From an optimization exercise on the open Yosys and OpenROAD flow, aimed at small area; shortcuts taken in it are not production practice. In this exercise RTL edits were held to simulation tests only and were not proved equivalent to the original. Power is estimated from default activity; no workload was simulated.

### flow/config.mk
export PLATFORM = sky130hd
export DESIGN_NAME = dds_synth
export DESIGN_NICKNAME = dds_synth
export VERILOG_FILES = /design/flow/design.v
export SDC_FILE = /design/flow/constraint.sdc
export NUM_CORES = 4
export LEC_CHECK = 0
export ABC_AREA = 1
export CAP_MARGIN = 20
export CORE_MARGIN = 2
export CORE_UTILIZATION = 60
export CTS_BUF_LIST = sky130_fd_sc_hd__clkbuf_8
export SLEW_MARGIN = 20
### flow/constraint.sdc
create_clock -name core_clock -period 6.0 [get_ports {CLK}]
set_input_delay 1.2000 -clock core_clock [delete_from_list [all_inputs] [get_ports {CLK}]]
set_output_delay 1.2000 -clock core_clock [all_outputs]
set_load 0.01 [all_outputs]
### flow/design.v
module note2dds_1st_gen(
input wire CLK,
input wire RESET,
input wire [7:0] NOTE,
output wire [31:0] ADDER,
output wire ROUND
);
reg [3:0] K;
reg [3:0] S;
wire [5:0] m = NOTE[7:2];
reg [3:0] k_n;
always @(*) begin
  case (m)
    6'd0, 6'd1, 6'd2: k_n = 4'd13;
    6'd3, 6'd4, 6'd5: k_n = 4'd12;
    6'd6, 6'd7, 6'd8: k_n = 4'd11;
    6'd9, 6'd10, 6'd11: k_n = 4'd10;
    6'd12, 6'd13, 6'd14: k_n = 4'd9;
    6'd15, 6'd16, 6'd17: k_n = 4'd8;
    6'd18, 6'd19, 6'd20: k_n = 4'd7;
    6'd21, 6'd22, 6'd23: k_n = 4'd6;
    6'd24, 6'd25, 6'd26: k_n = 4'd5;
    6'd27, 6'd28, 6'd29: k_n = 4'd4;
    6'd30, 6'd31, 6'd32: k_n = 4'd3;
    6'd33, 6'd34, 6'd35: k_n = 4'd2;
    6'd36, 6'd37, 6'd38: k_n = 4'd1;
    default: k_n = 4'd0;
  endcase
end
wire [1:0] r_n = m % 3;
wire valid = NOTE < 8'd168;
always @(posedge CLK or posedge RESET) begin
  if (RESET)
    S[3:2] <= 2'b11;
  else if (valid)
    S[3:2] <= r_n;
end
always @(posedge CLK) begin
  if (valid) begin
    K <= k_n;
    S[1:0] <= NOTE[1:0];
  end
end
reg [24:0] B;
always @(*) begin
  case (S)
    4'd0: B = 25'd11506414;
    4'd1: B = 25'd12190621;
    4'd2: B = 25'd12915513;
    4'd3: B = 25'd13683509;
    4'd4: B = 25'd14497173;
    4'd5: B = 25'd15359220;
    4'd6: B = 25'd16272526;
    4'd7: B = 25'd17240141;
    4'd8: B = 25'd18265293;
    4'd9: B = 25'd19351404;
    4'd10: B = 25'd20502099;
    4'd11: B = 25'd21721217;
    default: B = 25'd0;
  endcase
end
wire [24:0] c0 = K[3] ? (B >> 8) : B;
wire [24:0] c1 = K[2] ? (c0 >> 4) : c0;
wire [24:0] c2 = K[1] ? (c1 >> 2) : c1;
wire [24:0] c3 = K[0] ? (c2 >> 1) : c2;
wire [24:0] C = c3;
assign ADDER = {8'd0, C[24:1]};
assign ROUND = C[0];
endmodule
module DDS(
input wire CLK,
input wire RESET,
input wire [31:0] ADDER,
input wire ROUND,
output wire [31:0] DDS
);
reg [31:0] P;
assign DDS = P;
wire [31:0] sum;
wire [24:0] c;
assign c[0] = ROUND;
wire [23:0] p = P[23:0] ^ ADDER[23:0];
wire [23:0] g = P[23:0] & ADDER[23:0];
wire g0c = g[0] | (p[0] & ROUND);
wire x1g = g[1] | (p[1] & g0c);
wire x1p = p[1] & p[0];
wire x2g = g[3] | (p[3] & g[2]);
wire x2p = p[3] & p[2];
wire x3g = g[5] | (p[5] & g[4]);
wire x3p = p[5] & p[4];
wire x4g = g[7] | (p[7] & g[6]);
wire x4p = p[7] & p[6];
wire x5g = g[9] | (p[9] & g[8]);
wire x5p = p[9] & p[8];
wire x6g = g[11] | (p[11] & g[10]);
wire x6p = p[11] & p[10];
wire x7g = g[13] | (p[13] & g[12]);
wire x7p = p[13] & p[12];
wire x8g = g[15] | (p[15] & g[14]);
wire x8p = p[15] & p[14];
wire x9g = g[17] | (p[17] & g[16]);
wire x9p = p[17] & p[16];
wire x10g = g[19] | (p[19] & g[18]);
wire x10p = p[19] & p[18];
wire x11g = g[21] | (p[21] & g[20]);
wire x11p = p[21] & p[20];
wire x12g = g[23] | (p[23] & g[22]);
wire x12p = p[23] & p[22];
wire x13g = x2g | (x2p & x1g);
wire x13p = x2p & x1p;
wire x14g = x4g | (x4p & x3g);
wire x14p = x4p & x3p;
wire x15g = x6g | (x6p & x5g);
wire x15p = x6p & x5p;
wire x16g = x8g | (x8p & x7g);
wire x16p = x8p & x7p;
wire x17g = x10g | (x10p & x9g);
wire x17p = x10p & x9p;
wire x18g = x12g | (x12p & x11g);
wire x18p = x12p & x11p;
wire x19g = x14g | (x14p & x13g);
wire x19p = x14p & x13p;
wire x20g = x16g | (x16p & x15g);
wire x20p = x16p & x15p;
wire x21g = x18g | (x18p & x17g);
wire x21p = x18p & x17p;
wire x22g = x20g | (x20p & x19g);
wire x22p = x20p & x19p;
wire x23g = x21g | (x21p & x22g);
wire x23p = x21p & x22p;
wire x24g = x15g | (x15p & x19g);
wire x24p = x15p & x19p;
wire x25g = x17g | (x17p & x22g);
wire x25p = x17p & x22p;
wire x26g = x3g | (x3p & x13g);
wire x26p = x3p & x13p;
wire x27g = x5g | (x5p & x19g);
wire x27p = x5p & x19p;
wire x28g = x7g | (x7p & x24g);
wire x28p = x7p & x24p;
wire x29g = x9g | (x9p & x22g);
wire x29p = x9p & x22p;
wire x30g = x11g | (x11p & x25g);
wire x30p = x11p & x25p;
wire x31g = g[2] | (p[2] & x1g);
wire x31p = p[2] & x1p;
wire x32g = g[4] | (p[4] & x13g);
wire x32p = p[4] & x13p;
wire x33g = g[6] | (p[6] & x26g);
wire x33p = p[6] & x26p;
wire x34g = g[8] | (p[8] & x19g);
wire x34p = p[8] & x19p;
wire x35g = g[10] | (p[10] & x27g);
wire x35p = p[10] & x27p;
wire x36g = g[12] | (p[12] & x24g);
wire x36p = p[12] & x24p;
wire x37g = g[14] | (p[14] & x28g);
wire x37p = p[14] & x28p;
wire x38g = g[16] | (p[16] & x22g);
wire x38p = p[16] & x22p;
wire x39g = g[18] | (p[18] & x29g);
wire x39p = p[18] & x29p;
wire x40g = g[20] | (p[20] & x25g);
wire x40p = p[20] & x25p;
wire x41g = g[22] | (p[22] & x30g);
wire x41p = p[22] & x30p;
assign c[1] = g0c;
assign c[2] = x1g;
assign c[3] = x31g;
assign c[4] = x13g;
assign c[5] = x32g;
assign c[6] = x26g;
assign c[7] = x33g;
assign c[8] = x19g;
assign c[9] = x34g;
assign c[10] = x27g;
assign c[11] = x35g;
assign c[12] = x24g;
assign c[13] = x36g;
assign c[14] = x28g;
assign c[15] = x37g;
assign c[16] = x22g;
assign c[17] = x38g;
assign c[18] = x29g;
assign c[19] = x39g;
assign c[20] = x25g;
assign c[21] = x40g;
assign c[22] = x30g;
assign c[23] = x41g;
assign c[24] = x23g;
assign sum[23:0] = p ^ c[23:0];
wire [7:0] hp;
assign hp[0] = 1'b1;
genvar k;
generate for (k=1;k<8;k=k+1) begin: ginc
 assign hp[k] = hp[k-1] & P[23+k];
end endgenerate
assign sum[31:24] = P[31:24] ^ ({8{c[24]}} & hp);
always @(posedge CLK or posedge RESET)
begin
  if (RESET)
    P <= 32'd0;
  else
    P <= sum;
end
endmodule
module form_wave (
input  wire [31:0] DDS,
input  wire [2:0]  form,
output wire [31:0] WAVE
);
wire ramp = ~form[2] & ~(form[1] & form[0]);          
wire neg  = ~form[2] & ~(form[1] & form[0]) & (form[1] ? DDS[31] : form[0]);
wire sq   = (form == 3'b011) ? DDS[31] :
            (form == 3'b100) ? (DDS[31] & DDS[30]) : 1'b0;
wire [31:0] lower_or;
assign lower_or[0] = 1'b0;
wire [4:0] grp;
assign grp[0] = 1'b0;
assign grp[1] = grp[0] | (|DDS[7:0]);
assign lower_or[1] = grp[0] | (|DDS[0:0]);
assign lower_or[2] = grp[0] | (|DDS[1:0]);
assign lower_or[3] = grp[0] | (|DDS[2:0]);
assign lower_or[4] = grp[0] | (|DDS[3:0]);
assign lower_or[5] = grp[0] | (|DDS[4:0]);
assign lower_or[6] = grp[0] | (|DDS[5:0]);
assign lower_or[7] = grp[0] | (|DDS[6:0]);
assign grp[2] = grp[1] | (|DDS[15:8]);
assign lower_or[9] = grp[1] | (|DDS[8:8]);
assign lower_or[10] = grp[1] | (|DDS[9:8]);
assign lower_or[11] = grp[1] | (|DDS[10:8]);
assign lower_or[12] = grp[1] | (|DDS[11:8]);
assign lower_or[13] = grp[1] | (|DDS[12:8]);
assign lower_or[14] = grp[1] | (|DDS[13:8]);
assign lower_or[15] = grp[1] | (|DDS[14:8]);
assign lower_or[8] = grp[1];
assign grp[3] = grp[2] | (|DDS[23:16]);
assign lower_or[17] = grp[2] | (|DDS[16:16]);
assign lower_or[18] = grp[2] | (|DDS[17:16]);
assign lower_or[19] = grp[2] | (|DDS[18:16]);
assign lower_or[20] = grp[2] | (|DDS[19:16]);
assign lower_or[21] = grp[2] | (|DDS[20:16]);
assign lower_or[22] = grp[2] | (|DDS[21:16]);
assign lower_or[23] = grp[2] | (|DDS[22:16]);
assign lower_or[16] = grp[2];
assign grp[4] = grp[3] | (|DDS[31:24]);
assign lower_or[25] = grp[3] | (|DDS[24:24]);
assign lower_or[26] = grp[3] | (|DDS[25:24]);
assign lower_or[27] = grp[3] | (|DDS[26:24]);
assign lower_or[28] = grp[3] | (|DDS[27:24]);
assign lower_or[29] = grp[3] | (|DDS[28:24]);
assign lower_or[30] = grp[3] | (|DDS[29:24]);
assign lower_or[31] = grp[3] | (|DDS[30:24]);
assign lower_or[24] = grp[3];
assign WAVE = ({32{ramp}} & (DDS ^ ({32{neg}} & lower_or))) | {32{sq}};
endmodule
module dds_synth (
input  wire        CLK,
input  wire        RESET,
input  wire [7:0]  NOTE,
input  wire [2:0]  FORM,
output wire [31:0] WAVE
);
wire [31:0] ADDER;
wire        ROUND;
wire [31:0] DDS;
note2dds_1st_gen n2d (.CLK(CLK), .RESET(RESET), .NOTE(NOTE), .ADDER(ADDER), .ROUND(ROUND));
DDS dds2 (.CLK(CLK), .RESET(RESET), .ADDER(ADDER), .ROUND(ROUND), .DDS(DDS));
form_wave formw (.DDS(DDS), .form(FORM), .WAVE(WAVE));
endmodule
### flow/flow/run.sh
#!/bin/bash
# Standard ORFS layout (the standard.sh) with these changes:
#  - synthesis maps with the ABC script in flow/abc_area.script;
#  - synthesis does not extract full/half adder cells (ADDER_MAP_FILE empty),
#    so ABC maps the adder logic itself.
#    Registers are unchanged: same count, names and cell types;
#  - the port buffers that buffer_ports inserts are sky130_fd_sc_hd__buf_1;
#  - extra make variables, one per line, from flow/make_args.txt (if any).
# Every tool's output is kept in the ORFS logs under orfs/logs/ and in
# flow_make.log here.
set -euo pipefail
rm -rf scripts_local
cp -r "$FLOW_HOME/scripts" scripts_local
cp flow/abc_area.script scripts_local/abc_area.script
extra=()
if [[ -f flow/make_args.txt ]]; then
  while IFS= read -r line; do
    [[ -n "$line" ]] && extra+=("$line")
  done < flow/make_args.txt
fi
bash standard.sh "SCRIPTS_DIR=$PWD/scripts_local" "ADDER_MAP_FILE=" \
  "BUFFER_PORTS_ARGS=-buffer_cell sky130_fd_sc_hd__buf_1" "${extra[@]}" finish > flow_make.log 2>&1
### flow/flow/abc_area.script
strash
dch
amap -m
topo
stime -c
### flow/flow/make_args.txt
CTS_ARGS=-sink_clustering_enable -repair_clock_nets -buf_list sky130_fd_sc_hd__clkbuf_8 -dont_use_dummy_load -sink_clustering_size 20 -sink_buffer_max_cap_derate 1.0
### flow/standard.sh
#!/bin/bash
# synth_recipe.tcl (not shown) runs the flow's synth.tcl, then flattens the netlist and writes it again
# the make line also repeats each setting of config.mk as NAME=value (left out here)
make -C /OpenROAD-flow-scripts/flow DESIGN_CONFIG=/design/flow/config.mk WORK_HOME=/design/flow/orfs CLKGATE_MAP_FILE= SYNTH_SCRIPT=/design/flow/synth_recipe.tcl "${@:-finish}"
==> key figures, run 1 <==
Outcome
  • Status: timing/DRC/antenna clean

Setup path
  • CP Max Fanout: 6
  • Worst path slowest cell: edfxtp_1
  • Critical path capture point: dds2.P[31]
  • Worst setup EP type: register
  • Worst R2R End: dds2.P[31]
  • CP Class: reg2reg
  • Max incr delay on CP: 0.44 ns
  • RR Startpoint: n2d.S[1]
  • CP startpoint kind: register
  • FF-to-FF path depth: 39
  • Worst Path Required: 6.18 ns
  • CP startpoint: n2d.S[1]
  • FF-to-FF setup slack: 0.39 ns
  • Worst EP arrival: 5.79 ns
  • CP most frequent cell: nor2_1

Layout
  • Design area: 4540 um^2
  • Layout cells sized above 1: 0.0947
  • Filler cells: 532
  • Commonest non-fill, non-tap cell in the layout: nor2_1
  • Most frequent cells in the layout: nor2_1 (104), nand2_1 (81), o21ai_0 (69)
  • Diode count: 0
  • Layout Cells excl Fill: 742
  • Area delta synth->final: 16.2%
  • Nets@finish: 680
  • Util after Layout: 0.719

Die
  • Chip height: 84.7 um
  • Die width: 84.7 um
  • Starting Density: 0.619
  • Num ports: 45
  • Num rows: 29
  • Core Region: 6310 um^2
  • Die area: 7170 um^2

Timing
  • Rel. slew slack: 0.485
  • Hold Vio Cnt, Final: 0
  • Hold slack: 0.516 ns
  • # setup viols final: 0
  • Worst slew pin tran: 0.773 ns
  • Final Max Slew Viols: 0
  • RSZ-0062 raised after global routing: yes
  • Max Fclk: 178 MHz
  • Clk_skew: 0.0196 ns
  • Fin crit share: 0.936
  • Fin crit period: 5.61 ns

Routing
  • DRT antenna net count: 0
  • Average wire per standard cell: 14.8 um
  • Routed vias/inst: 6.38
  • Routed via count: 4,732
  • Iter 0 DRT Violations: 331
  • DRC: 0
  • Router iterations before antenna repair: 5
  • Routed WL: 11,000 um

Clock tree
  • Num CTS Buffers: 5
  • CTS Buffer Depth: 2
  • Worst-path clk slew: 0.08 ns
  • Clock tree root driver cell: clkbuf_8
  • Skew-Pair Late Insertion Delay: 0.30 ns
  • H-tree depth: 2
  • CTS tree: yes
  • Clock sink count: 40
  • Hold_buf cts: 0

Synth
  • Syn avg cell area: 6.60 um^2
  • Synthesized cell area: 3910 um^2
  • Sequential share of the synthesized area: 0.265
  • Gate count of the mapped netlist: 592
  • Syn Nets: 605
  • Register bit count reported by yosys: 40
  • Synth cell types: 33
  • Ys Warns: 2

GRT
  • First-pass GRT wire length: 17,900 um
  • GR Util All Layers: 0.297
  • Vias in the first global route: 4,049
  • Grt ovf: 0
  • Largest net degree at the start of global routing: 35
  • Initial antenna violation count: 0

Placement
  • Cell Area, Placed: 4270 um^2
  • RD Place Congestion: 0.932
  • PortBufs: 44
  • Cell count after placement: 727
  • Final HPWL DP: 8050 um

Min path
  • Hold Path Class: reg2reg
  • HP Start: dds2.P[29]

Power and ir drop
  • PD cells: 449 nW/um^2
  • Peak supply drop: 341 uV
  • Leakage: 0.00165 uW

Run
  • # Max-Cap Violations: 0
Yosys cell counts:
master,instances,share of area
a211oi_1,2,0.0038
a21o_1,1,0.0019
a21oi_1,51,0.065
a222oi_1,1,0.0026
a22oi_1,1,0.0019
a311o_1,1,0.0026
a31oi_1,13,0.021
and3_1,1,0.0016
clkinv_1,56,0.054
dfrtp_1,32,0.20
dfstp_2,2,0.013
edfxtp_1,6,0.046
nand2_1,84,0.081
nand2b_1,1,0.0016
nand3_1,6,0.0077
nand4_1,1,0.0016
nor2_1,110,0.11
nor2b_1,5,0.0080
nor3_1,15,0.019
nor4_1,3,0.0048
o211ai_1,7,0.013
o21a_1,8,0.015
o21ai_0,74,0.095
o21bai_1,1,0.0019
o221ai_1,7,0.016
o22a_1,50,0.11
o22ai_1,26,0.042
o311ai_0,10,0.022
o31a_1,1,0.0022
o31ai_1,6,0.012
o32ai_1,6,0.013
or2_0,3,0.0048
xor2_1,1,0.0022
per-stage QoR:
stage | total power, uW | setup TNS [ns] | setup slack, ns
floorplan | 1430 | 0 | 0.341
global placement | 1690 | 0 | 0.199
detailed placement | 1720 | -0.0143 | -0.0143
CTS | 1900 | 0 | 0.0226
global route | 2230 | -0.671 | -0.155
finish | 2040 | 0 | 0.385
cells by family (layout without fill, tap and decap cells):
logic type | Yosys count | after routing | synth area share
compound gates | 266 | 266 | 0.444
xor+xnor | 1 | 1 | 0.00224
buf+inv | 56 | 129 | 0.0538
flops | 40 | 40 | 0.265
simple gates | 229 | 229 | 0.236
registers in the layout, summed over array words and instances, names as in the netlist:
name,cells
dds2.P,32
n2d.S,4
n2d.K,4
worst min-delay path by stage:
stage,end,slack [ns],depth (start not counted)
2_1_floorplan,dds2.P[29],0.47,2
3_3_place_gp,dds2.P[29],0.50,2
3_5_place_dp,dds2.P[29],0.50,2
4_1_cts,dds2.P[29],0.52,2
5_1_grt,dds2.P[29],0.57,2
6_report,dds2.P[29],0.52,2
routing by layer:
| layer | GRT usage | wire length (um) | vias to the layer above |
|---|---|---|---|
| met3 | 0.0501 | 632 | 23 |
| met1 | 0.418 | 5140 | 2169 |
| met2 | 0.468 | 4970 | 162 |
| li1 | - | - | 2378 |
| met5 | 0 | 0 | - |
| met4 | 0.0924 | 243 | 0 |
area by class of cell:
cell class                      instances  area [um^2]  area share
Tap cell                               77         96.3      0.0212
Timing Repair Buffer                   68          343      0.0755
Multi-Input combinational cell        496         2780       0.613
Sequential cell                        40         1030       0.228
Clock buffer                            5         68.8      0.0152
Inverter                               56          215      0.0474
report_power, final:
group	switching (uW)	internal (uW)	leakage [uW]
logic	831	513	0.00116
clock network	94.1	75.2	0.0000359
registers	121	403	0.000455
what timing repair did:
item,CTS,global route
resized for setup,1,36
endpoints found under the setup margin,2,21
cloned,0,0
setup buffers,0,10
pin swaps,0,7
critical path: cells and delay by family, from the launching register on:
| family | cells | cell delay (ns) |
|---|---|---|
| compound gates | 16 | 2.47 |
| flops | 1 | 0.44 |
| buf+inv | 6 | 0.71 |
| simple gates | 17 | 1.87 |
==> inputs of run 2 (changes only) <==
==> flow/flow/make_args.txt (replaced) <==
CTS_ARGS=-sink_clustering_enable -repair_clock_nets -buf_list sky130_fd_sc_hd__clkbuf_4 -root_buf sky130_fd_sc_hd__clkbuf_8 -dont_use_dummy_load
--- a/flow/config.mk
+++ b/flow/config.mk
@@ -10,4 +10,5 @@
 export CORE_MARGIN = 2
 export CORE_UTILIZATION = 60
 export CTS_BUF_LIST = sky130_fd_sc_hd__clkbuf_8
+export GPL_TIMING_DRIVEN = 0
 export SLEW_MARGIN = 20
==> run 2 against run 1 <==
Still clean on timing, DRC and antenna; core utilization is 0.46 points lower; register-to-register slack got worse by 0.03 ns; non-clock buffer count decreased by 12; worst setup slack worse by 0.028 ns; clock-buffer cell count unchanged; area after synthesis did not move; synthesized cell count did not move; via count fell by 1.0%; final cell count fell by 1.6%; worst hold slack better by 0.026 ns.
==> key figures, run 2 <==
Outcome
  • Status: timing/DRC/antenna clean

Synth
  • Register bit count reported by yosys: 40
  • Top cell type by total area after synthesis: dfrtp_1
  • Ys Warns: 2
  • Syn Nets: 605
  • Post-synth EDFFs: 6
  • Fraction of registers with async set/reset: 0.850
  • Post-synth top flop: dfrtp_1
  • Synth cell types: 33
  • Gate count of the mapped netlist: 592
  • Sequential share of the synthesized area: 0.265
  • Largest cells by area after synthesis: dfrtp_1 (20%), o22a_1 (11%), nor2_1 (11%), o21ai_0 (9.5%), nand2_1 (8.1%)
  • Yosys top cell area share: 0.205
  • Most numerous cell in the Yosys netlist: nor2_1
  • Synthesized cell area: 3910 um^2
  • Syn avg cell area: 6.60 um^2
  • Most frequent cells after synthesis: nor2_1 (110), nand2_1 (84), o21ai_0 (74), clkinv_1 (56), a21oi_1 (51)

Power and ir drop
  • Leakage: 0.00160 uW
  • Clock power frac: 0.079
  • Int Pwr: 1000 uW
  • Peak supply drop: 329 uV
  • Switching power: 1070 uW
  • PD cells: 459 nW/um^2
  • Sequential fraction of design power: 0.264
  • Logic pwr share: 0.657
  • Sw Share: 0.516

Placement
  • PortBufs: 44
  • Cell count after placement: 714
  • Final HPWL DP: 7620 um
  • RD Place Congestion: 0.913
  • Cell Area, Placed: 4190 um^2

Routing
  • Routed via count: 4,684
  • Routed vias/inst: 6.42
  • Router iterations before antenna repair: 5
  • DRT antenna net count: 0
  • Iter 0 DRT Violations: 311
  • Routed WL: 10,800 um
  • Average wire per standard cell: 14.8 um
  • DRC: 0

Die
  • Die area: 7170 um^2
  • Starting Density: 0.619
  • Core Region: 6310 um^2
  • Die width: 84.7 um
  • Chip height: 84.7 um
  • Num ports: 45
  • Num rows: 29

GRT
  • Vias in the first global route: 4,090
  • Initial antenna violation count: 0
  • Grt ovf: 0
  • Largest net degree at the start of global routing: 35
  • First-pass GRT wire length: 17,600 um
  • GR Util All Layers: 0.294

Setup path
  • CP most frequent cell: nor2_1
  • Worst Path Required: 6.18 ns
  • Max incr delay on CP: 0.50 ns
  • Worst setup EP type: register
  • CP startpoint kind: register
  • CP Max Fanout: 5
  • CP Class: reg2reg
  • CP Buf/Inv Count: 3
  • Worst path slowest cell: edfxtp_1
  • Worst EP arrival: 5.82 ns
  • CP delay by family, top: compound AO/OA/AOI/OAI gates

Timing
  • Rel. slew slack: 0.310
  • Final Max Slew Viols: 0
  • Max Fclk: 177 MHz
  • Hold Vio Cnt, Final: 0
  • Fin crit period: 5.64 ns
  • Worst slew pin tran: 1.03 ns
  • Clk_skew: 0.0245 ns
  • Fin crit share: 0.940
  • RSZ-0062 raised after global routing: yes
  • # setup viols final: 0

Run
  • # Max-Cap Violations: 0

Clock tree
  • Worst-path clk slew: 0.08 ns
  • CTS tree: yes
  • CTS Buffer Depth: 2
  • Skew-Pair Late Insertion Delay: 0.30 ns
  • Clock sink count: 40
  • Num CTS Buffers: 5
  • Clock tree root driver cell: clkbuf_8
  • H-tree depth: 2

Layout
  • Layout Cells excl Fill: 730
  • Largest reg by FF count: dds2.P
  • Area delta synth->final: 15.5%
  • Layout cells sized above 1: 0.0919
  • Design area: 4510 um^2
  • Most frequent cells in the layout: nor2_1 (102), nand2_1 (81), o21ai_0 (69)
  • Diode count: 0
  • Largest register FFs: 32
  • Top Registers: dds2.P (32), n2d.K (4), n2d.S (4)
  • Commonest non-fill, non-tap cell in the layout: nor2_1
  • Nets@finish: 668

Min path
  • Hold Path Class: reg2reg
run 2: per-layer routing:
| layer | routed length [um] | track usage |
|---|---|---|
| met1 | 4860 | 0.400 |
| met2 | 5160 | 0.484 |
| met3 | 613 | 0.0393 |
| met4 | 159 | 0.104 |
| met5 | 0 | 0 |
run 2: per-stage QoR:
| step | util | power [uW] | worst slack [ns] | hold WS [ns] | setup TNS (ns) |
|---|---|---|---|---|---|
| after floorplan | - | 1430 | 0.341 | 0.474 | 0 |
| after global placement | 0.660 | 1640 | -0.941 | 0.496 | -12.09 |
| after detailed placement | 0.663 | 1690 | -1.03 | 0.527 | -7.77 |
| after CTS | 0.691 | 1920 | 0.0151 | 0.546 | 0 |
| after global routing | 0.714 | 2250 | -0.0706 | 0.580 | -0.109 |
| final | 0.714 | 2070 | 0.358 | 0.542 | 0 |
run 2: worst paths after layout:
check	start	to	slack, ns	cells past startpoint
worst max-delay path	n2d.S[1]	dds2.P[31]	0.36	35
worst min-delay path	dds2.P[29]	dds2.P[29]	0.54	2
worst max register to register	n2d.S[1]	dds2.P[31]	0.36	35
worst min register to register	dds2.P[29]	dds2.P[29]	0.54	2
max in group asynchronous	RESET	dds2.P[9]	4.65	2
min in group asynchronous	RESET	dds2.P[3]	0.92	2
run 2: kinds of logic after synthesis:
kind of cell,after synthesis,synth area share
flip-flops,40,0.265
AND/OR/NAND/NOR,229,0.236
buffers and inverters,56,0.0538
XOR/XNOR,1,0.00224
AO/OA/AOI/OAI,266,0.444
run 2: cell type report:
cell class              instances  area (um^2)
clock buffers                   5         68.8
fillers                       537         1800
inverters                      56          229
multi-input cells             496         2830
flip-flops and latches         40         1030
well taps                      77         96.3
repair buffers                 56          255
run 2: power groups by stage:
stage          Combinational, uW  Clock [uW]  Sequential, uW
6_report                    1360         165             546
3_5_place_dp                1150           0             540
3_3_place_gp                1110           0             535
5_1_grt                     1510         174             565
4_1_cts                     1230         168             531
2_1_floorplan                923           0             508
run 2: worst min-delay path, delay by kind of cell (launching register included):
kind | cells | cell delay, ns
DFF | 1 | 0.35
and+or+nand+nor | 2 | 0.15
run 2: timing repair:
item                                    in CTS  in global routing
hold buffers                                 0                  0
gates resized for setup                     17                 32
pin swaps                                    5                 11
setup buffers                                7                  4
endpoints found under the setup margin      10                 25

==> static timing again, ports no longer ideal <==
The results above use ideal ports. As a check the final layouts listed here were re-extracted and re-timed, cells and wires unchanged.
Step 1 assumes that a clkbuf_16 drives the clock port and a buf_2 every other input.
Step 2 adds t to the input delays and takes it off the output delays; t is the mean of the earliest and latest rising clock arrival at the registers after step 1. Input paths then give back, and output paths get back, about the clock's delay inside the block.
Slacks: no drivers / after step 1 / after step 2; pairs: no drivers / after step 1.
run | shift t [ns] | setup WS [ns] | worst register clock-pin slew, ns | worst data-port slew with drivers (ns)
run 1 | 0.319 | 0.385 / 0.385 / 0.385 | 0.09 / 0.09 | 0.03
run 2 | 0.321 | 0.358 / 0.339 / 0.339 | 0.09 / 0.09 | 0.03
After both steps every run listed still meets setup and hold. The setup slack of run 2, which loses most, moves by -0.019 ns with the drivers and by -0.019 ns with both steps.
